What follows belongs to an exercise in optimizing a design on an open flow for small area; a production flow would make more cautious choices.
RTL that was checked went through simulation tests only; none was proved equivalent to the original.
The RTL of run 3 was laid out without a check of its function.

## flow/design.v (module list and top-level ports; edited modules follow where they fit)
// module button: 37 lines
// module sampling_control: 46 lines
// module rotary: 80 lines
// module oscillator: 70 lines
// module rca: 9 lines
// module inc: 9 lines
// module booth_mul: 1808 lines
// module interpolator: 40 lines
// module dds_core: 40 lines
module dds_core(
    input  wire        clk,
    input  wire        rst_n,
    input  wire        btn_mode,
    input  wire        rot_a,
    input  wire        rot_b,
    input  wire        btn_step,
    output wire [10:0] rom_addr,
    input  wire [47:0] rom_data,
    output wire [11:0] dac_out
);
  // ...
==> flow/run.sh <==
#!/bin/bash
# synth_recipe.tcl (not shown) runs the flow's synth.tcl, then flattens the netlist and writes it again
# the make line also repeats each setting of config.mk as NAME=value (left out here)
make -C /OpenROAD-flow-scripts/flow DESIGN_CONFIG=/design/flow/config.mk WORK_HOME=/design/flow/orfs CLKGATE_MAP_FILE= SYNTH_SCRIPT=/design/flow/synth_recipe.tcl finish
==> flow/config.mk <==
export PLATFORM = sky130hd
export DESIGN_NAME = dds_core
export DESIGN_NICKNAME = dds_core
export VERILOG_FILES = /design/flow/design.v
export SDC_FILE = /design/flow/constraint.sdc
export NUM_CORES = 4
export LEC_CHECK = 0
export ABC_AREA = 1
export CAP_MARGIN = 20
export CORE_MARGIN = 2
export CORE_UTILIZATION = 60
export SLEW_MARGIN = 20
==> flow/constraint.sdc <==
create_clock -name core_clock -period 80.0 [get_ports {clk}]
set_input_delay 16.0000 -clock core_clock [delete_from_list [all_inputs] [get_ports {clk}]]
set_output_delay 16.0000 -clock core_clock [all_outputs]
set_load 0.01 [all_outputs]
==> impl_metrics.tcl, run 1 <==
set metrics [dict create \
    die_width_um 248 \
    cts.clk_slew.worst_paths_ps 70 \
    cell_repeated_most_along_the_worst_path "sky130_fd_sc_hd__fa_1" \
    timing.final.hold_violations 0 \
    ctsResizeCount 0 \
    design.final.nets 4705 \
    fin_area_um2 38300 \
    number_of_synthesis_warnings 5 \
    run_status "no timing/DRC/antenna violations" \
    cts_tree "built" \
    site_rows 89 \
    synth_area_um2 35800 \
    top_layer_used "met4" \
    global_route.overflow_total 0 \
    drc 0 \
    cts-root-to-sink-buffers 3 \
    floorplan.die_area_um2 61700 \
    max-slew-margin-rel_pct 17.9 \
    synth.area.top_cells "sky130_fd_sc_hd__fa_1, sky130_fd_sc_hd__dfrtp_1, sky130_fd_sc_hd__xor2_1, sky130_fd_sc_hd__o22ai_1, sky130_fd_sc_hd__inv_1" \
    fraction_of_area_in_multi_input_gates_pct 66.5 \
    synth.cells.most_frequent "sky130_fd_sc_hd__inv_1, sky130_fd_sc_hd__fa_1, sky130_fd_sc_hd__o22ai_1, sky130_fd_sc_hd__xor2_1, sky130_fd_sc_hd__nand2_1" \
    route.final.wire_length_mm 133 \
]
==> run 2, diff against run 1 <==
--- a/flow/config.mk
+++ b/flow/config.mk
@@ -7,6 +7,7 @@
 export LEC_CHECK = 0
 export ABC_AREA = 1
-export CAP_MARGIN = 20
+export CAP_MARGIN = 0
 export CORE_MARGIN = 2
 export CORE_UTILIZATION = 60
-export SLEW_MARGIN = 20
+export CTS_BUF_LIST = sky130_fd_sc_hd__clkbuf_4
+export SLEW_MARGIN = 0
==> run 2 against run 1 <==
Routed wire length about the same. Sequential cell count is the same. Final cell count increased by 1.4%.
==> impl_metrics.tcl, run 2 <==
set metrics [dict create \
    clock_latency_ps 750 \
    count_of_clock_tree_sinks 259 \
    run_status "no timing/DRC/antenna violations" \
    grt_pass1_wl_mm 200 \
    post-route-period-util_pct 39.3 \
    initial_core_utilization_pct 60.7 \
    share_of_cells_above_drive_strength_1_pct 7.19 \
    cp_slowest_cell "sky130_fd_sc_hd__fa_1" \
    timing.final.hold_violations 0 \
    worst_path_largest_cell_delay_ps 550 \
    post-synth-top-count-cell "sky130_fd_sc_hd__inv_1" \
    finClkSkew_ps 68.2 \
    core_region_area_um2 59000 \
    cts-root-to-sink-buffers 3 \
    design.final.nets 4745 \
    number_of_synthesis_warnings 5 \
    die_width_um 248 \
    critical_path.n_buffers_inverters 9 \
    layout.cells.non_filler 4851 \
    areaGrowthSynthToFinish_pct 6.48 \
    worstPathRequired_ps 80680 \
    detail_route.first_pass.iterations 7 \
    gp_congestion 1.07 \
    floorplan.die_area_um2 61700 \
    number_of_synthesized_flops_with_an_enable_pin 0 \
    yosysTopAreaCellShare_pct 30.8 \
    cap_violations 0 \
    grt_pass1_vias 32700 \
    synthesis.instances 4096 \
    cts_tree "built" \
    placedInstanceArea_um2 37300 \
    count_of_final_setup_violators 0 \
    tritoncts.num_buffers 69 \
    dp_hpwl_mm 92.5 \
    fin_area_um2 38200 \
    detail_route.iter0.violations 3622 \
    maximum_number_of_pins_on_one_net_before_global_route_repair 135 \
    syn_avg_cell_area_um2 8.75 \
    crit_family "adder cells" \
    timing.hold.worst.class "reg2reg" \
    floorplan.io_pins 77 \
    reg.largest.list "OSC_module.out1 (32), OSC_module.out2 (32)" \
    vias 31600 \
    site_rows 89 \
    fin_crit_ps 31430 \
    synth_seq_area_share_pct 18.1 \
    tns_ps 0 \
    critPathCaptureType "flop" \
    ys_seq_elements 259 \
    die-height_um 248 \
    synth.lib_cells_used.distinct 59 \
    synth_area_um2 35800 \
    route.antenna.remaining_nets 0 \
    cts.clk_slew.worst_paths_ps 80 \
    grtUsageTotal_pct 44.3 \
    drv_slew 0 \
    worst_hold_slack_ps 348 \
    worst-r2r-setup-slack_ps 48570 \
    async_reset_ff_share_pct 100 \
    max-slew-margin-rel_pct 18.4 \
    critical_path_peak_fanout 31 \
    most-common-layout-cells "sky130_fd_sc_hd__inv_1, sky130_fd_sc_hd__fa_1, sky130_fd_sc_hd__o22ai_1" \
    setup.worst_path.start_class "flop" \
    number_of_i_o_port_buffers 76 \
    antenna_found_initial 3 \
    global_route.overflow_total 0 \
    htree_levels 3 \
    fillers 5082 \
    synth_top_area_cell "sky130_fd_sc_hd__fa_1" \
    drt-wirelength-per-cell_um 27.5 \
    crit_type "reg2reg" \
    ys_dominant_reg_cell "sky130_fd_sc_hd__dfrtp_1" \
    cp_arrival_ps 32110 \
    max_slew.worst_pin.slew_ps 1220 \
    ctsResizeCount 0 \
    cts.hold.buffers_added 0 \
    max_freq_mhz 31.8 \
    mostFrequentLayoutCell "sky130_fd_sc_hd__inv_1" \
    route.final.wire_length_mm 134 \
    synth.cells.most_frequent "sky130_fd_sc_hd__inv_1, sky130_fd_sc_hd__fa_1, sky130_fd_sc_hd__o22ai_1, sky130_fd_sc_hd__xor2_1, sky130_fd_sc_hd__nand2_1" \
    cell_repeated_most_along_the_worst_path "sky130_fd_sc_hd__fa_1" \
    unrepaired_setup_endpoints_after_global_routing "no" \
    drc 0 \
    placed_cells 4731 \
    post_cts_buffers 0 \
    viasPerCell 6.52 \
    clockRootBuffer "sky130_fd_sc_hd__clkbuf_4" \
    synth.area.top_cells "sky130_fd_sc_hd__fa_1, sky130_fd_sc_hd__dfrtp_1, sky130_fd_sc_hd__xor2_1, sky130_fd_sc_hd__o22ai_1, sky130_fd_sc_hd__inv_1" \
]
-- run 2: cell counts after synthesis --
Identical to the previous run, type by type.
-- run 2: worst paths after layout --
check,from,endpoint,cells past startpoint
hold reg to reg,STEP_BTN_module.D1,STEP_BTN_module.D2,0
setup reg to reg,OSC_module.out1[0],INTERPOLATOR_module.delta_y[27],86
setup / recovery,OSC_module.out1[0],INTERPOLATOR_module.delta_y[27],86
max in group asynchronous,rst_n,OSC_module.ad[17],2
hold / removal,STEP_BTN_module.D1,STEP_BTN_module.D2,0
min in group asynchronous,rst_n,ROTARY_module.count[10],1
-- run 2: worst register-to-register path, delay by kind of cell, from the launching register on --
kind            cells  cell delay, ps
fa+ha+maj          67           28290
buf+inv             9            1060
simple gates        5             860
xor+xnor            2             500
flops               1             380
compound gates      3             320
-- run 2: stage by stage --
| stage | util (%) | worst slack, ps |
|---|---|---|
| after floorplan | - | 50260 |
| after global placement | 63.2 | 48880 |
| after detailed placement | 63.2 | 48660 |
| after CTS | 64.6 | 48660 |
| after global routing | 64.6 | 47570 |
| final | 64.6 | 48570 |
-- run 2: cells by family (layout without fill, tap and decap cells) --
kind of cell               count (synthesis)  in the layout  synth area share (%)
other                                      0              1                     0
muxes                                      2              2                0.0594
xor gates and xnor gates                 488            488                  11.9
and+or+nand+nor                          712            712                  8.32
DFF                                      259            259                  18.1
adders and majority gates                662            662                  34.7
buffers and inverters                   1082           1063                  11.5
AOI/OAI and AO/OA                        891            891                  15.4
-- run 2: final cells by class --
| type | instances | area (um^2) | area share (%) |
|---|---|---|---|
| Clock inverter | 23 | 151 | 0.397 |
| Tap cell | 773 | 967 | 2.53 |
| Inverter | 773 | 2910 | 7.62 |
| Multi-Input combinational cell | 2755 | 25400 | 66.6 |
| Sequential cell | 259 | 6490 | 17.0 |
| Antenna cell | 1 | 2.50 | 0.00656 |
| Clock buffer | 96 | 721 | 1.89 |
| Timing Repair Buffer | 171 | 1490 | 3.91 |
-- run 2: per-layer routing --
metal / vias up / GRT usage, % / wire [um]
met5: - / 0 / 13
met2: 2367 / 64.1 / 56400
li1: 13000 / - / -
met3: 658 / 13.8 / 18000
met1: 15500 / 56.9 / 47800
met4: 2 / 30.5 / 11300
==> module button, before the edit <==
module button(Fg_CLK,RESETn,ExtBTN,IntBTN);
    input Fg_CLK;
    input RESETn;
    input  ExtBTN;
    output reg IntBTN;
    reg D1;
    reg D2;
    reg D3;
    reg [8:0] counter;
    reg enable_counter;
    localparam [8:0] time_counter_limit = 300;
    wire counting = (counter < time_counter_limit) & enable_counter;
    always @(posedge Fg_CLK or negedge RESETn) begin
        if(~RESETn)begin
            D1 <= 0;
            D2 <= 0;
            D3 <= 0;
            IntBTN <= 0;
        end
        else begin
            D1 <= ExtBTN;
            D2 <= D1;
            D3 <= D2;
            if(~enable_counter) IntBTN <= (~D2 & D3 &(counter == 0));
        end
    end
    always @(posedge Fg_CLK or negedge RESETn) begin
        if(~RESETn)        counter <= 0;
        else if (counting) counter <= counter + 1'b1;
        else               counter <= 0;
    end
    always @(posedge Fg_CLK or negedge RESETn) begin
        if(~RESETn)         enable_counter <= 0;
        else if(IntBTN)     enable_counter <= 1;
        else if(~counting)  enable_counter <= 0;
    end
endmodule
==> module sampling_control, before the edit <==
module sampling_control(Fg_CLK,RESETn,IntBTN,Tick,Ready,Enable,Mode);
    input Fg_CLK;
    input RESETn;
    input IntBTN;
    input Tick;             
    output wire Ready;
    output reg Enable;
    output reg [2:0] Mode;  
    reg [13:0] counter_Enable;  
    reg reg_pulse;
    reg ready_done;
    assign Ready = Tick & ~ready_done;
    always @(posedge Fg_CLK or negedge RESETn)begin
        if(~RESETn)    ready_done <= 0;
        else if (Tick) ready_done <= 1;
    end
    always @(posedge Fg_CLK or negedge RESETn)begin
        if(~RESETn) Mode <= 0;
        else if (reg_pulse && Enable) Mode <= (Mode == 3'd4) ? 3'd0 : Mode + 1'b1;
    end
    reg last;
    always @(*) begin
        case (Mode)
            3'd1:    last = (counter_Enable == 14'd9);
            3'd2:    last = (counter_Enable == 14'd99);
            3'd3:    last = (counter_Enable == 14'd999);
            3'd4:    last = (counter_Enable == 14'd9999);
            default: last = 1'b1;
        endcase
    end
    always @(posedge Fg_CLK or negedge RESETn)begin
        if(~RESETn)begin
            Enable <= 1;
            counter_Enable <= 0;
        end
        else begin
            Enable <= last;
            counter_Enable <= last ? 14'd0 : counter_Enable + 1'b1;
        end
    end
    always @(posedge Fg_CLK or negedge RESETn)begin
        if(~RESETn)                   reg_pulse <= 0;
        else if (reg_pulse && Enable) reg_pulse <= 0;
        else if (IntBTN)              reg_pulse <= 1;
    end
endmodule
==> module rotary, before the edit <==
module rotary(Fg_CLK, RESETn, Rot_A, Rot_B, Rot_C, Address, FreqChng, Tick);
    input Fg_CLK;
    input RESETn;
    input Rot_A;
    input Rot_B;
    input Rot_C;
    output reg [10:0] Address;  
    output reg FreqChng;
    output wire Tick;           
    reg [10:0] count;  
    reg [1:0] step_exp;  
    reg [1:0] state;  
    reg A1, A2, A3, A_pulse;
    reg B1, B2, B3, B_pulse;
    reg [11:0] counter;
    wire counter_pulse = (counter == 12'd3000);
    assign Tick = (counter == 12'd80);
    wire [6:0] step = (step_exp == 2'd0) ? 7'd1 : (step_exp == 2'd1) ? 7'd10 : 7'd100;
    wire [11:0] cnt_minus = {1'b0, count} - {5'b0, step};
    wire [11:0] cnt_plus  = {1'b0, count} + {5'b0, step};
    always @(posedge Fg_CLK or negedge RESETn) begin
        if(~RESETn) begin
            A1 <= 0; A2 <= 0; A3 <= 0; A_pulse <= 0;
            B1 <= 0; B2 <= 0; B3 <= 0; B_pulse <= 0;
        end
        else begin
            A1 <= Rot_A; A2 <= A1; A3 <= A2; A_pulse <= (~A2 & A3);
            B1 <= Rot_B; B2 <= B1; B3 <= B2; B_pulse <= (~B2 & B3);
        end
    end
    always @(posedge Fg_CLK or negedge RESETn) begin
        if(~RESETn) begin
            state <= 2'b00;
            count <= 0;
        end
        else begin
            case (state)
                2'b10 : begin  
                    if (B_pulse) begin
                        state <= 2'b00;
                        if (~cnt_minus[11]) count <= cnt_minus[10:0];
                        else                count <= 0;
                    end
                end
                2'b00 : begin  
                    if (A_pulse) state <= 2'b10;
                    if (B_pulse) state <= 2'b01;
                end
                2'b01 : begin  
                    if (A_pulse) begin
                        state <= 2'b00;
                        if (cnt_plus <= 12'd1800) count <= cnt_plus[10:0];
                        else count <= 11'd1800;
                    end
                end
                default : state <= 2'b00;
            endcase
        end
    end
    always @(posedge Fg_CLK or negedge RESETn) begin
        if(~RESETn) step_exp <= 0;
        else if(Rot_C) begin
            if(step_exp < 2) step_exp <= step_exp + 1'b1;
            else step_exp <= 0;
        end
    end
    always @(posedge Fg_CLK or negedge RESETn) begin
        if(~RESETn)             counter <= 0;
        else if (counter_pulse) counter <= 0;
        else                    counter <= counter + 1'b1;
    end
    always @(posedge Fg_CLK or negedge RESETn) begin
        if      (~RESETn)       Address <= 0;
        else if (counter_pulse) Address <= count;
    end
    always @(posedge Fg_CLK or negedge RESETn) begin
        if(~RESETn) FreqChng <= 0;
        else        FreqChng <= (Address != count) & counter_pulse;
    end
endmodule
==> module oscillator, before the edit <==
module oscillator (Fg_CLK, RESETn, Enable, Ready, rom_data, Mode, freqchange, out1, out2, delta, delta_neg);
    input Fg_CLK;
    input RESETn;
    input Enable;
    input Ready;
    input [47:0] rom_data;
    input [2:0] Mode;
    input freqchange;
    output reg [31:0] out1;
    output reg [31:0] out2;
    output reg [29:0] delta;       
    output wire delta_neg;         
    reg aval;
    reg [23:0] ad;
    reg update_wait;
    wire [31:0] x;
    rca #(32) SUB (.a(out1), .b(~out2), .ci(1'b1), .s(x));
    reg [30:0] magic;
    always @(*) begin
        case (Mode)
            3'd1:    magic = 31'h66666667;
            3'd2:    magic = 31'h51EB851F;
            3'd3:    magic = 31'h10624DD3;
            default: magic = 31'h68DB8BAD;
        endcase
    end
    wire [30:0] mA = Enable ? {1'b0, aval, aval, aval, aval, ad, 2'b00} : magic;
    wire [31:0] mB = Enable ? out1 : x;
    wire [62:29] P;
    booth_mul MUL (.A(mA), .B(mB), .E(~out2 & {32{Enable}}), .e0(Enable), .P(P));
    wire [31:0] out = P[60:29];
    wire sg = P[62];
    always @(*) begin
        case (Mode)
            3'd0:    delta = x[29:0];
            3'd1:    delta = {sg, P[62:34]};
            3'd2:    delta = {{4{sg}}, P[62:37]};
            3'd3:    delta = {{5{sg}}, P[62:38]};
            default: delta = {{11{sg}}, P[62:44]};
        endcase
    end
    assign delta_neg = (Mode != 3'd0) & x[31];
    wire zcross = (Mode == 3'd4) ? ((out1[31:23] == 9'd0) || (out1[31:23] == {9{1'b1}}))
                                 : ((out1[31:22] == 10'd0) || (out1[31:22] == {10{1'b1}}));
    wire dir = out2[31];
    wire do_update = zcross & update_wait;
    wire load = Ready | do_update;
    wire [27:0] init1 = {4'b0000, rom_data[47:24]};
    wire [27:0] ninit1;
    inc #(28) NEG (.a(~init1), .s(ninit1));
    always @(posedge Fg_CLK or negedge RESETn)begin
        if      (~RESETn) out1 <= 0;
        else if (load)    out1 <= {dir ? init1 : ninit1, 4'b0000};
        else if (Enable)  out1 <= out;
    end
    always @(posedge Fg_CLK or negedge RESETn)begin
        if      (~RESETn) out2 <= 0;
        else if (load)    out2 <= 32'h000000AB;
        else if (Enable)  out2 <= out1;
    end
    always @(posedge Fg_CLK or negedge RESETn)begin
        if      (~RESETn) begin aval <= 0; ad <= 0; end
        else if (load)    begin aval <= 1; ad <= rom_data[23:0]; end
    end
    always @(posedge Fg_CLK or negedge RESETn)begin
        if      (~RESETn)    update_wait <= 0;
        else if (freqchange) update_wait <= 1;
        else if (do_update)  update_wait <= 0;
    end
endmodule
==> module interpolator, before the edit <==
module interpolator(Fg_CLK, RESETn, out2, delta, delta_neg, Enable, osc_out);
    input Fg_CLK;
    input RESETn;
    input [31:0] out2;
    input [29:0] delta;
    input delta_neg;
    input Enable;
    output wire [11:0] osc_out;  
    reg Enable_delay;
    reg [29:0] delta_y;
    reg delta_y_neg;
    reg [29:0] interpOut_buffer;
    reg [11:0] interpOut;
    assign osc_out = {~interpOut[11], interpOut[10:0]};
    wire [29:0] acc;
    rca #(30) ACC (.a(interpOut_buffer), .b(delta_y), .ci(delta_y_neg), .s(acc));
    always@(posedge Fg_CLK or negedge RESETn)begin
        if(~RESETn) begin
            Enable_delay <= 0;
            delta_y <= 0;
            delta_y_neg <= 0;
        end
        else begin
            Enable_delay <= Enable;
            delta_y <= delta;
            delta_y_neg <= delta_neg;
        end
    end
    always @(posedge Fg_CLK or negedge RESETn)begin
        if(~RESETn) begin
            interpOut_buffer <= 0;
            interpOut <= 0;
        end
        else begin
            interpOut <= interpOut_buffer[29:18];
            if (Enable_delay) interpOut_buffer <= out2[29:0];
            else              interpOut_buffer <= acc;
        end
    end
endmodule
==> module dds_core, before the edit <==
module dds_core(
    input  wire        clk,
    input  wire        rst_n,
    input  wire        btn_mode,
    input  wire        rot_a,
    input  wire        rot_b,
    input  wire        btn_step,
    output wire [10:0] rom_addr,
    input  wire [47:0] rom_data,
    output wire [11:0] dac_out
);
    wire wire_rot_c;
    wire wire_btn_simp;
    wire wire_ready;
    wire wire_enable;
    wire wire_tick;
    wire [2:0] wire_mode;
    wire wire_feqchange;
    wire [31:0] wire_out1;
    wire [31:0] wire_out2;
    wire [29:0] wire_delta;
    wire wire_delta_neg;
    button MODE_BTN_module(
        .Fg_CLK(clk), .RESETn(rst_n), .ExtBTN(btn_mode), .IntBTN(wire_btn_simp));
    sampling_control SAMP_module(
        .Fg_CLK(clk), .RESETn(rst_n), .IntBTN(wire_btn_simp), .Tick(wire_tick),
        .Ready(wire_ready), .Enable(wire_enable), .Mode(wire_mode));
    button STEP_BTN_module(
        .Fg_CLK(clk), .RESETn(rst_n), .ExtBTN(btn_step), .IntBTN(wire_rot_c));
    rotary ROTARY_module (
        .Fg_CLK(clk), .RESETn(rst_n), .Rot_B(rot_a), .Rot_A(rot_b), .Rot_C(wire_rot_c),
        .Address(rom_addr), .FreqChng(wire_feqchange), .Tick(wire_tick));
    oscillator OSC_module(
        .Fg_CLK(clk), .RESETn(rst_n), .Enable(wire_enable), .Ready(wire_ready),
        .rom_data(rom_data), .Mode(wire_mode), .freqchange(wire_feqchange),
        .out1(wire_out1), .out2(wire_out2), .delta(wire_delta), .delta_neg(wire_delta_neg));
    interpolator INTERPOLATOR_module(
        .Fg_CLK(clk), .RESETn(rst_n), .out2(wire_out2), .delta(wire_delta),
        .delta_neg(wire_delta_neg), .Enable(wire_enable), .osc_out(dac_out));
endmodule
==> run 3, diff against run 2 <==
==> flow/design.v (replaced) <==
module button(Fg_CLK,RESETn,ExtBTN,IntBTN);
    input Fg_CLK;
    input RESETn;
    input  ExtBTN;
    output reg IntBTN;
    reg D1;
    reg D2;
    reg D3;
    reg [25:0] counter;
    reg enable_counter;
      parameter [25:0] time_counter_limit = 300 ;  
always @(posedge Fg_CLK or negedge RESETn) begin
    if(~RESETn)begin
            D1 <= 0;
            D2 <= 0;
            D3 <= 0;
            IntBTN <= 0;
    end
    else begin
        D1 <= ExtBTN;
        D2 <= D1;
        D3 <= D2;
        if(~enable_counter) IntBTN <= (~D2 & D3 &(counter == 0));
    end
end
always @(posedge Fg_CLK or negedge RESETn) begin
    if(~RESETn)begin
        counter <= 0;
    end
    else if(counter < time_counter_limit && (enable_counter == 1))begin
        counter <= counter + 1;
    end
    else begin  
        counter <= 0;
    end
end
always @(posedge Fg_CLK or negedge RESETn) begin
    if(~RESETn)begin
        enable_counter <= 0 ;
    end
    else if(IntBTN)begin
        enable_counter <= 1;
    end
    else if(~(counter < time_counter_limit && (enable_counter == 1)))begin
        enable_counter <= 0;
    end
end
endmodule
module sampling_control(Fg_CLK,RESETn,IntBTN,Ready,Enable,Mode);
    input Fg_CLK;
    input RESETn;
    input IntBTN;
    output reg Ready;
    output reg Enable;
    output reg [3:0] Mode;  
    reg [14:0] counter_Enable;
    reg [6:0] counter_Ready;
    reg reg_pulse; 
    function automatic signed [31:0] pow10(input [3:0] e);
        case (e)
            4'd0: pow10 = 32'h00000001;
            4'd1: pow10 = 32'h0000000A;
            4'd2: pow10 = 32'h00000064;
            4'd3: pow10 = 32'h000003E8;
            4'd4: pow10 = 32'h00002710;
            4'd5: pow10 = 32'h000186A0;
            4'd6: pow10 = 32'h000F4240;
            4'd7: pow10 = 32'h00989680;
            4'd8: pow10 = 32'h05F5E100;
            4'd9: pow10 = 32'h3B9ACA00;
            4'd10: pow10 = 32'h540BE400;
            4'd11: pow10 = 32'h4876E800;
            4'd12: pow10 = 32'hD4A51000;
            4'd13: pow10 = 32'h4E72A000;
            4'd14: pow10 = 32'h107A4000;
            4'd15: pow10 = 32'hA4C68000;
            default: pow10 = 32'h00000001;
        endcase
    endfunction
    always @(posedge Fg_CLK or negedge RESETn)begin 
        if(~RESETn)begin
            Mode <= 0;
        end
        else if (reg_pulse && Enable)begin
            if(Mode < 4 )begin
                Mode <= Mode +1;
            end
            else begin
                Mode <= 0;
            end
        end
    end
    always @(posedge Fg_CLK or negedge RESETn)begin 
        if(~RESETn)begin
            Enable <= 1;
            counter_Enable <= 0;
        end
        else begin
            counter_Enable <= counter_Enable + 1;
            if(counter_Enable >= pow10(Mode)-1) begin
                Enable <= 1;
                counter_Enable <= 0;
            end
            else begin
                Enable <= 0;
            end
        end
    end
    always @(posedge Fg_CLK or negedge RESETn)begin
        if(~RESETn)counter_Ready <= 0;
        else if (counter_Ready < 80) counter_Ready <= counter_Ready + 1;
    end
    always @(posedge Fg_CLK or negedge RESETn)begin
        if(~RESETn) Ready <= 0;
        else if(counter_Ready == 79) Ready <= 1;
        else Ready <= 0;
    end
    always @(posedge Fg_CLK or negedge RESETn)begin
        if(~RESETn)begin
            reg_pulse <= 0;
        end
        else if (reg_pulse && Enable)begin
            reg_pulse <= 0;
        end
        else if (IntBTN) begin
            reg_pulse <= 1;
        end
    end
endmodule
module rotary(Fg_CLK, RESETn, Rot_A, Rot_B, Rot_C, Address, FreqChng);
    input Fg_CLK;
    input RESETn;
    input Rot_A;
    input Rot_B;
    input Rot_C;
    output reg [10:0] Address;  
    output reg FreqChng;
    reg [11:0] count;  
    reg [1:0] step_exp;  
    reg [1:0] state;  
    reg A1;
    reg A2;
    reg A3;
    reg A_pulse;
    reg B1;
    reg B2;
    reg B3;
    reg B_pulse;
    reg [21:0] counter;
    reg counter_pulse;
      parameter counter_100ms = 3000; 
    function automatic signed [31:0] pow10(input [1:0] e);
        case (e)
            2'd0: pow10 = 32'h00000001;
            2'd1: pow10 = 32'h0000000A;
            2'd2: pow10 = 32'h00000064;
            2'd3: pow10 = 32'h000003E8;
            default: pow10 = 32'h00000001;
        endcase
    endfunction
    always @(posedge Fg_CLK or negedge RESETn) begin
        if(~RESETn) begin
            A1 <= 0;
            A2 <= 0;
            A3 <= 0;
            A_pulse <= 0;
        end
        else begin 
            A1 <= Rot_A;
            A2 <= A1;
            A3 <= A2;
            A_pulse <= (~A2 & A3);
        end
    end 
    always @(posedge Fg_CLK or negedge RESETn) begin
        if(~RESETn) begin
            B1 <= 0;
            B2 <= 0;
            B3 <= 0;
            B_pulse <= 0;
        end
        else begin 
            B1 <= Rot_B;
            B2 <= B1;
            B3 <= B2;
            B_pulse <= (~B2 & B3);
        end
    end 
    always @(posedge Fg_CLK or negedge RESETn) begin
        if(~RESETn) begin
            state <= 2'b00;
            count <= 0;
        end
        else begin
            case (state)
                2'b10 : begin  
                    if (B_pulse) begin 
                        state <= 2'b00;
                        if ($signed(count - pow10(step_exp)) >= 0) count <= count - pow10(step_exp);
                        else                                    count <= 0;
                    end
                end
                2'b00 : begin  
                    if (A_pulse) state <= 2'b10;
                    if (B_pulse) state <= 2'b01;
                end
                2'b01 : begin  
                    if (A_pulse) begin 
                        state <= 2'b00;
                        if (count + pow10(step_exp) <= 1800) count <= count + pow10(step_exp);
                        else count <= 1800; 
                    end
                end
                default : state <= 2'b00;
            endcase
        end
    end
    always @(posedge Fg_CLK or negedge RESETn) begin
        if(~RESETn) step_exp <= 0;
        else if(Rot_C) begin 
            if(step_exp < 2) step_exp <= step_exp + 1;
            else step_exp <= 0;
        end
    end
    always @(posedge Fg_CLK or negedge RESETn) begin
        if(~RESETn) begin 
            counter <= 0;
            counter_pulse <= 0;
        end
        else begin
            counter <= counter + 1; 
            if      (counter == counter_100ms -1)   counter_pulse <= 1;
            else if (counter >= counter_100ms) begin
                counter <= 0;
                counter_pulse <= 0; 
            end
        end
    end
    always @(posedge Fg_CLK or negedge RESETn) begin
        if      (~RESETn)       Address <= 0; 
        else if (counter_pulse) Address <= count[10:0];
    end
    always @(posedge Fg_CLK or negedge RESETn) begin
        if(~RESETn)                                     FreqChng <= 0;
        else if ((Address != count[10:0]) & counter_pulse )   FreqChng <= 1;
        else                                            FreqChng <= 0;
    end
endmodule
module oscillator (Fg_CLK, RESETn, Enable, Ready, init1, init2, Mode, freqchange, out1, out2);
    input Fg_CLK;
    input RESETn;
    input Enable;
    input Ready;
    input [31:0] init1; 
    input [31:0] init2; 
    input [3:0]Mode;
    input freqchange;
    output reg [31:0] out1;
    output reg [31:0] out2;
    reg [31:0] a;
    reg [31:0] b;
    reg [63:0] c;
    reg [31:0] out;
    reg [31:0] out1_a;
    reg zcross;
    reg dir;
    reg do_update;
    reg update_wait;
    always @(*)begin  
        c       <=  $signed(a)*$signed(out1);
        out1_a  <=  c[60:29];
    end
    always @(*)begin  
        out     <= out1_a-out2;
    end
    always @(posedge Fg_CLK or negedge RESETn)begin  
        if      (~RESETn)   out1 <= 0;
        else if (Ready | do_update)     begin
            if (dir) out1 <= init1;
            else     out1 <= ~init1 + 1;
        end
        else if (Enable)    out1 <= out;
    end
    always @(posedge Fg_CLK or negedge RESETn)begin  
        if      (~RESETn)   out2 <= 0;
        else if (Ready | do_update)     out2 <= 32'h000000AB;
        else if (Enable)    out2 <= out1;
    end
    always @(posedge Fg_CLK or negedge RESETn)begin  
        if      (~RESETn)   a <= 0;
        else if (Ready | do_update)     a <= init2;
    end
    always @(*)begin 
            if (Mode == 4) begin  
            if((out1 [31:23] == 9'd0)||(out1 [31:23] == {9{1'b1}})) zcross <= 1;
            else zcross <= 0;
        end
        else begin  
            if((out1 [31:22] == 10'd0)||(out1 [31:22] == {10{1'b1}})) zcross <= 1;
            else zcross <= 0;
        end
    end
    always @(*)begin 
        if (out2[31]) dir <= 1;  
        else          dir <= 0;  
    end
    always @(posedge Fg_CLK or negedge RESETn)begin 
        if      (~RESETn)    update_wait <= 0;
        else if (freqchange) update_wait <= 1;
        else if (do_update)     update_wait <= 0;
    end
    always @(*)begin  
        if(zcross & update_wait) do_update <= 1;
        else do_update <= 0;
    end
endmodule
module interpolator(Fg_CLK, RESETn, out1, out2, Mode, Enable, osc_out);
    input Fg_CLK;
    input RESETn;
    input [31:0] out1;
    input [31:0] out2;
    input [3:0] Mode;
    input Enable;
    output wire [11:0] osc_out;  
    reg Enable_delay;
    reg [31:0] delta_y;
    reg [31:0] interpOut_buffer;
    reg [31:0] delta_y_buffer;
    reg [11:0] interpOut;  
    assign osc_out =  {~interpOut[11], interpOut[10:0]};  
    function automatic signed [31:0] pow10(input [3:0] e);
        case (e)
            4'd0: pow10 = 32'h00000001;
            4'd1: pow10 = 32'h0000000A;
            4'd2: pow10 = 32'h00000064;
            4'd3: pow10 = 32'h000003E8;
            4'd4: pow10 = 32'h00002710;
            4'd5: pow10 = 32'h000186A0;
            4'd6: pow10 = 32'h000F4240;
            4'd7: pow10 = 32'h00989680;
            4'd8: pow10 = 32'h05F5E100;
            4'd9: pow10 = 32'h3B9ACA00;
            4'd10: pow10 = 32'h540BE400;
            4'd11: pow10 = 32'h4876E800;
            4'd12: pow10 = 32'hD4A51000;
            4'd13: pow10 = 32'h4E72A000;
            4'd14: pow10 = 32'h107A4000;
            4'd15: pow10 = 32'hA4C68000;
            default: pow10 = 32'h00000001;
        endcase
    endfunction
    always @(*)begin  
        delta_y_buffer <=  $signed(out1-out2)/$signed(pow10(Mode));
    end
    always@(posedge Fg_CLK or negedge RESETn)begin
        if(~RESETn) Enable_delay <= 0;
        else        Enable_delay <= Enable;
    end
    always@(posedge Fg_CLK or negedge RESETn)begin
        if(~RESETn) delta_y <= 0;
        else        delta_y <= delta_y_buffer; 
    end
    always @(posedge Fg_CLK or negedge RESETn)begin
        if(~RESETn) begin
            interpOut_buffer <= 0;  
            interpOut <= 0;
        end
        else if (Enable_delay) begin
            interpOut_buffer <= out2;
            interpOut <= interpOut_buffer[29:18];
        end
        else begin
            interpOut_buffer <= interpOut_buffer + delta_y;
            interpOut <= interpOut_buffer[29:18]; 
        end
    end
endmodule
module dds_core(
    input  wire        clk,
    input  wire        rst_n,
    input  wire        btn_mode,
    input  wire        rot_a,
    input  wire        rot_b,
    input  wire        btn_step,
    output wire [10:0] rom_addr,
    input  wire [47:0] rom_data,
    output wire [11:0] dac_out
);
    wire wire_rot_c;
    wire [10:0] wire_address;
    wire wire_btn_simp;
    wire wire_ready;
    wire wire_enable;
    wire [3:0] wire_mode;
    wire wire_feqchange;
    wire [31:0] wire_cos2x;
    wire [31:0] wire_sin1x;
    wire [31:0] wire_out1;
    wire [31:0] wire_out2;
    button MODE_BTN_module(
        .Fg_CLK(clk),
        .RESETn(rst_n),
        .ExtBTN(btn_mode),
        .IntBTN(wire_btn_simp)
    );
    sampling_control SAMP_module(
        .Fg_CLK(clk),
        .RESETn(rst_n),
        .IntBTN(wire_btn_simp),
        .Ready(wire_ready),
        .Enable(wire_enable),
        .Mode(wire_mode)
    );
    button STEP_BTN_module(
        .Fg_CLK(clk),
        .RESETn(rst_n),
        .ExtBTN(btn_step),
        .IntBTN(wire_rot_c)
    );
    rotary ROTARY_module (
        .Fg_CLK (clk),
        .RESETn (rst_n),
        .Rot_B  (rot_a),
        .Rot_A  (rot_b),
        .Rot_C  (wire_rot_c),
        .Address    (wire_address),
        .FreqChng   (wire_feqchange)
    );
    assign rom_addr = wire_address;
    assign wire_sin1x = {4'b0000  , rom_data[47:24], 4'b0000};
    assign wire_cos2x = {6'b001111, rom_data[23: 0], 2'b00  };
    oscillator OSC_module(
        .Fg_CLK(clk),
        .RESETn(rst_n),
        .Enable(wire_enable),
        .Ready(wire_ready),
        .init1(wire_sin1x),
        .init2(wire_cos2x),
        .Mode(wire_mode),
        .freqchange(wire_feqchange),
        .out1(wire_out1),
        .out2(wire_out2)
    );
    interpolator INTERPOLATOR_module(
        .Fg_CLK(clk),
        .RESETn(rst_n),
        .out1(wire_out1),
        .out2(wire_out2),
        .Mode(wire_mode),
        .Enable(wire_enable),
        .osc_out(dac_out)
    );
endmodule
==> flow/config.mk (replaced) <==
export PLATFORM = sky130hd
export DESIGN_NAME = dds_core
export DESIGN_NICKNAME = dds_core
export VERILOG_FILES = /design/flow/design.v
export SDC_FILE = /design/flow/constraint.sdc
export NUM_CORES = 4
export LEC_CHECK = 0
export CAP_MARGIN = 20
export CORE_MARGIN = 2
export CORE_UTILIZATION = 40
export SLEW_MARGIN = 20
==> run 3 against run 2 <==
Hold slack got worse by 1.3 ps. Routed wire length is 100% higher. Register-to-register slack lost 45000 ps. Synthesized cell count up 130%. Largest cell class unchanged.
==> impl_metrics.tcl, run 3 <==
set metrics [dict create \
    run_status "no timing/DRC/antenna violations" \
    ys_seq_elements 313 \
    synthesis.instances 9369 \
    floorplan.die_area_um2 195000 \
    vias 69500 \
    grt_pass1_vias 70500 \
    critPathCaptureType "flop" \
    die_width_um 441 \
    cts.hold.buffers_added 0 \
    synth_top_area_cell "sky130_fd_sc_hd__fa_1" \
    clockRootBuffer "sky130_fd_sc_hd__clkbuf_16" \
    synth_seq_area_share_pct 10.2 \
    dp_hpwl_mm 205 \
    beginning_of_the_worst_register_to_register_path "OSC_module.out2[14]" \
    post-synth-top-count-cell "sky130_fd_sc_hd__nand2_1" \
    antenna_found_initial 5 \
    crit_path_setup_slack_layout_ps 3590 \
    startpoint "OSC_module.out2[14]" \
    initial_core_utilization_pct 40.2 \
    mostFrequentLayoutCell "sky130_fd_sc_hd__nand2_1" \
    setup.worst_path.start_class "flop" \
    yosys.area_share.simple_pct 18.8 \
    site_rows 160 \
    count_of_clock_tree_sinks 313 \
    worst_min_delay_path_startpoint "STEP_BTN_module.D1" \
    critical_path_peak_fanout 31 \
    drt-wirelength-per-cell_um 22.0 \
    worst_path_largest_cell_delay_ps 540 \
    yosysTopAreaCellShare_pct 24.5 \
    grt_pass1_wl_mm 413 \
    design.final.nets 11400 \
    die-height_um 441 \
    drc 0 \
    fin_area_um2 85000 \
    synth_compound_area_share_pct 16.7 \
    tritoncts.num_buffers 39 \
    number_of_i_o_port_buffers 76 \
    reg.largest.list "OSC_module.out1 (32), OSC_module.out2 (32)" \
    drv_slew 0 \
    clock_latency_ps 620 \
    viasPerCell 5.74 \
    synth.area.top_cells "sky130_fd_sc_hd__fa_1, sky130_fd_sc_hd__ha_1, sky130_fd_sc_hd__dfrtp_1, sky130_fd_sc_hd__nand2_1, sky130_fd_sc_hd__inv_1" \
    grtUsageTotal_pct 27.3 \
    maximum_number_of_pins_on_one_net_before_global_route_repair 132 \
    synth_top_family_by_area "adder cells" \
    ys_dominant_reg_cell "sky130_fd_sc_hd__dfrtp_1" \
    worstPathRequired_ps 80470 \
    route.antenna.remaining_nets 0 \
    detailedPlace.worstSlack_ps -2330 \
    cp_arrival_ps 76880 \
    route.final.wire_length_mm 266 \
    cts.clk_slew.worst_paths_ps 60 \
    cp_slowest_cell "sky130_fd_sc_hd__or4bb_4" \
    htree_levels 2 \
    areaGrowthSynthToFinish_pct 11.2 \
    gp_congestion 0.975 \
    synth_area_in_adders_pct 38.3 \
    synthMuxAreaShare_pct 2.20 \
    synth.cells.most_frequent "sky130_fd_sc_hd__nand2_1, sky130_fd_sc_hd__inv_1, sky130_fd_sc_hd__fa_1, sky130_fd_sc_hd__ha_1, sky130_fd_sc_hd__nor2_1" \
    number_of_synthesis_warnings 5 \
    fin_crit_ps 76410 \
    timing.final.hold_violations 0 \
    max-slew-margin-rel_pct 20.6 \
    cell_repeated_most_along_the_worst_path "sky130_fd_sc_hd__ha_1" \
    cts-root-to-sink-buffers 3 \
    number_of_synthesized_flops_with_an_enable_pin 0 \
    cap_violations 0 \
    layout.core_utilization_pct 44.7 \
    tns_ps 0 \
    post-route-period-util_pct 95.5 \
    max_freq_mhz 13.1 \
    synth.lib_cells_used.distinct 104 \
    count_of_final_setup_violators 0 \
    share_of_cells_above_drive_strength_1_pct 9.05 \
    core_region_area_um2 190000 \
    finClkSkew_ps 33.4 \
    crit_type "reg2reg" \
    placedInstanceArea_um2 82000 \
    timing.hold.worst.class "reg2reg" \
    global_route.overflow_total 0 \
    yosys.area_share.xor_xnor_pct 6.19 \
    syn_avg_cell_area_um2 8.16 \
    cts_tree "built" \
    detail_route.first_pass.iterations 6 \
    max_slew.worst_pin.slew_ps 1180 \
    async_reset_ff_share_pct 100 \
    most-common-layout-cells "sky130_fd_sc_hd__nand2_1, sky130_fd_sc_hd__inv_1, sky130_fd_sc_hd__fa_1" \
    detail_route.iter0.violations 5673 \
    synth_area_um2 76500 \
    floorplan.io_pins 77 \
]
-- run 3: cell count changes in the layout (fill, tap and decap cells not counted), sizes merged, moves of 324 or more --
cell and delta:
fa +382, inv +362, ha +737, buf +324, o22ai -476, a21oi +381, nand2 +831, nor2 +566
-- run 3: cells by family (layout without fill, tap and decap cells) --
logic type,after synthesis,in the layout
and+or+nand+nor,3126,3126
adders and majority gates,1781,1781
buffers and inverters,1513,1696
xor gates and xnor gates,540,540
other,2,49
muxes,157,157
AOI/OAI and AO/OA,1937,1937
DFF,313,313
-- run 3: final timing paths --
check	endpoint	slack [ps]	cells after the start
worst max register to register	INTERPOLATOR_module.delta_y[21]	3590	363
worst min register to register	STEP_BTN_module.D2	350	0
worst min-delay path	STEP_BTN_module.D2	350	0
max in group asynchronous	ROTARY_module.count[4]	63010	2
min in group asynchronous	ROTARY_module.B1	15390	1
worst max-delay path	INTERPOLATOR_module.delta_y[21]	3590	363
-- run 3: repair_timing --
action / CTS / global route
resized for setup: 36 / 227
cloned: 1 / 1
endpoints found under the setup margin: 30 / 30
setup buffers: 6 / 58
pin swaps: 2 / 71
-- run 3: worst max-delay path: cells and delay by family, from the launching register on --
family	cells	cell delay, ps
AO/OA/AOI/OAI	209	44630
XOR/XNOR	1	230
adder cells (fa/ha/maj)	33	9630
buffers and inverters	32	5220
flip-flops	1	450
multiplexers	5	1660
AND/OR/NAND/NOR	83	14250
-- run 3: layer usage --
layer	routed length, um	global-route usage (%)
met1	109000	35.3
met2	125000	45.3
met3	18800	3.54
met4	14000	12.3
met5	0	0
-- run 3: area by class of cell --
| class | count | area [um^2] |
|---|---|---|
| clock buffer | 51 | 1110 |
| timing repair inverter | 1 | 7.51 |
| inverter | 1129 | 4250 |
| fill | 18700 | 105000 |
| tap | 2511 | 3140 |
| antenna | 4 | 10.0 |
| clock inverter | 20 | 270 |
| multi-input combinational | 7586 | 64400 |
| timing repair buffer | 495 | 3980 |
| sequential | 313 | 7840 |
-- run 3: per-stage QoR --
stage               hold WS [ps]  cells
CTS                          351  12000
finish                       347  12100
global route                 367  12100
floorplan                    331   9412
detailed placement           340  12000
global placement             335  12000

[static timing again, ports no longer ideal]
How much do the figures lean on ideal ports? The routed layouts below were timed once more, with nothing changed but the port constraints. Step 1 sets driving cells, clkbuf_16 on the clock port and buf_2 on the other inputs (assumed; they add their load-dependent delay and slew). Step 2 times the ports against the registers' clock, not the clock port: input delays grow and output delays shrink by t, the midpoint of the rising clock arrivals with the driver on. Slacks: ideal ports / drivers / drivers and shift; pairs: ideal ports / drivers.
run	t, ns	setup WS [ns]	latest minus earliest clock arrival (ns)	worst register clock-pin slew, ns
run 1	0.621	48.523 / 48.523 / 48.523	0.039 / 0.039	0.07 / 0.07
run 2	0.764	48.574 / 48.574 / 48.574	0.068 / 0.069	0.08 / 0.08
run 3	0.671	3.590 / 3.590 / 3.590	0.038 / 0.038	0.07 / 0.07
After both steps setup and hold are still met in every run listed.
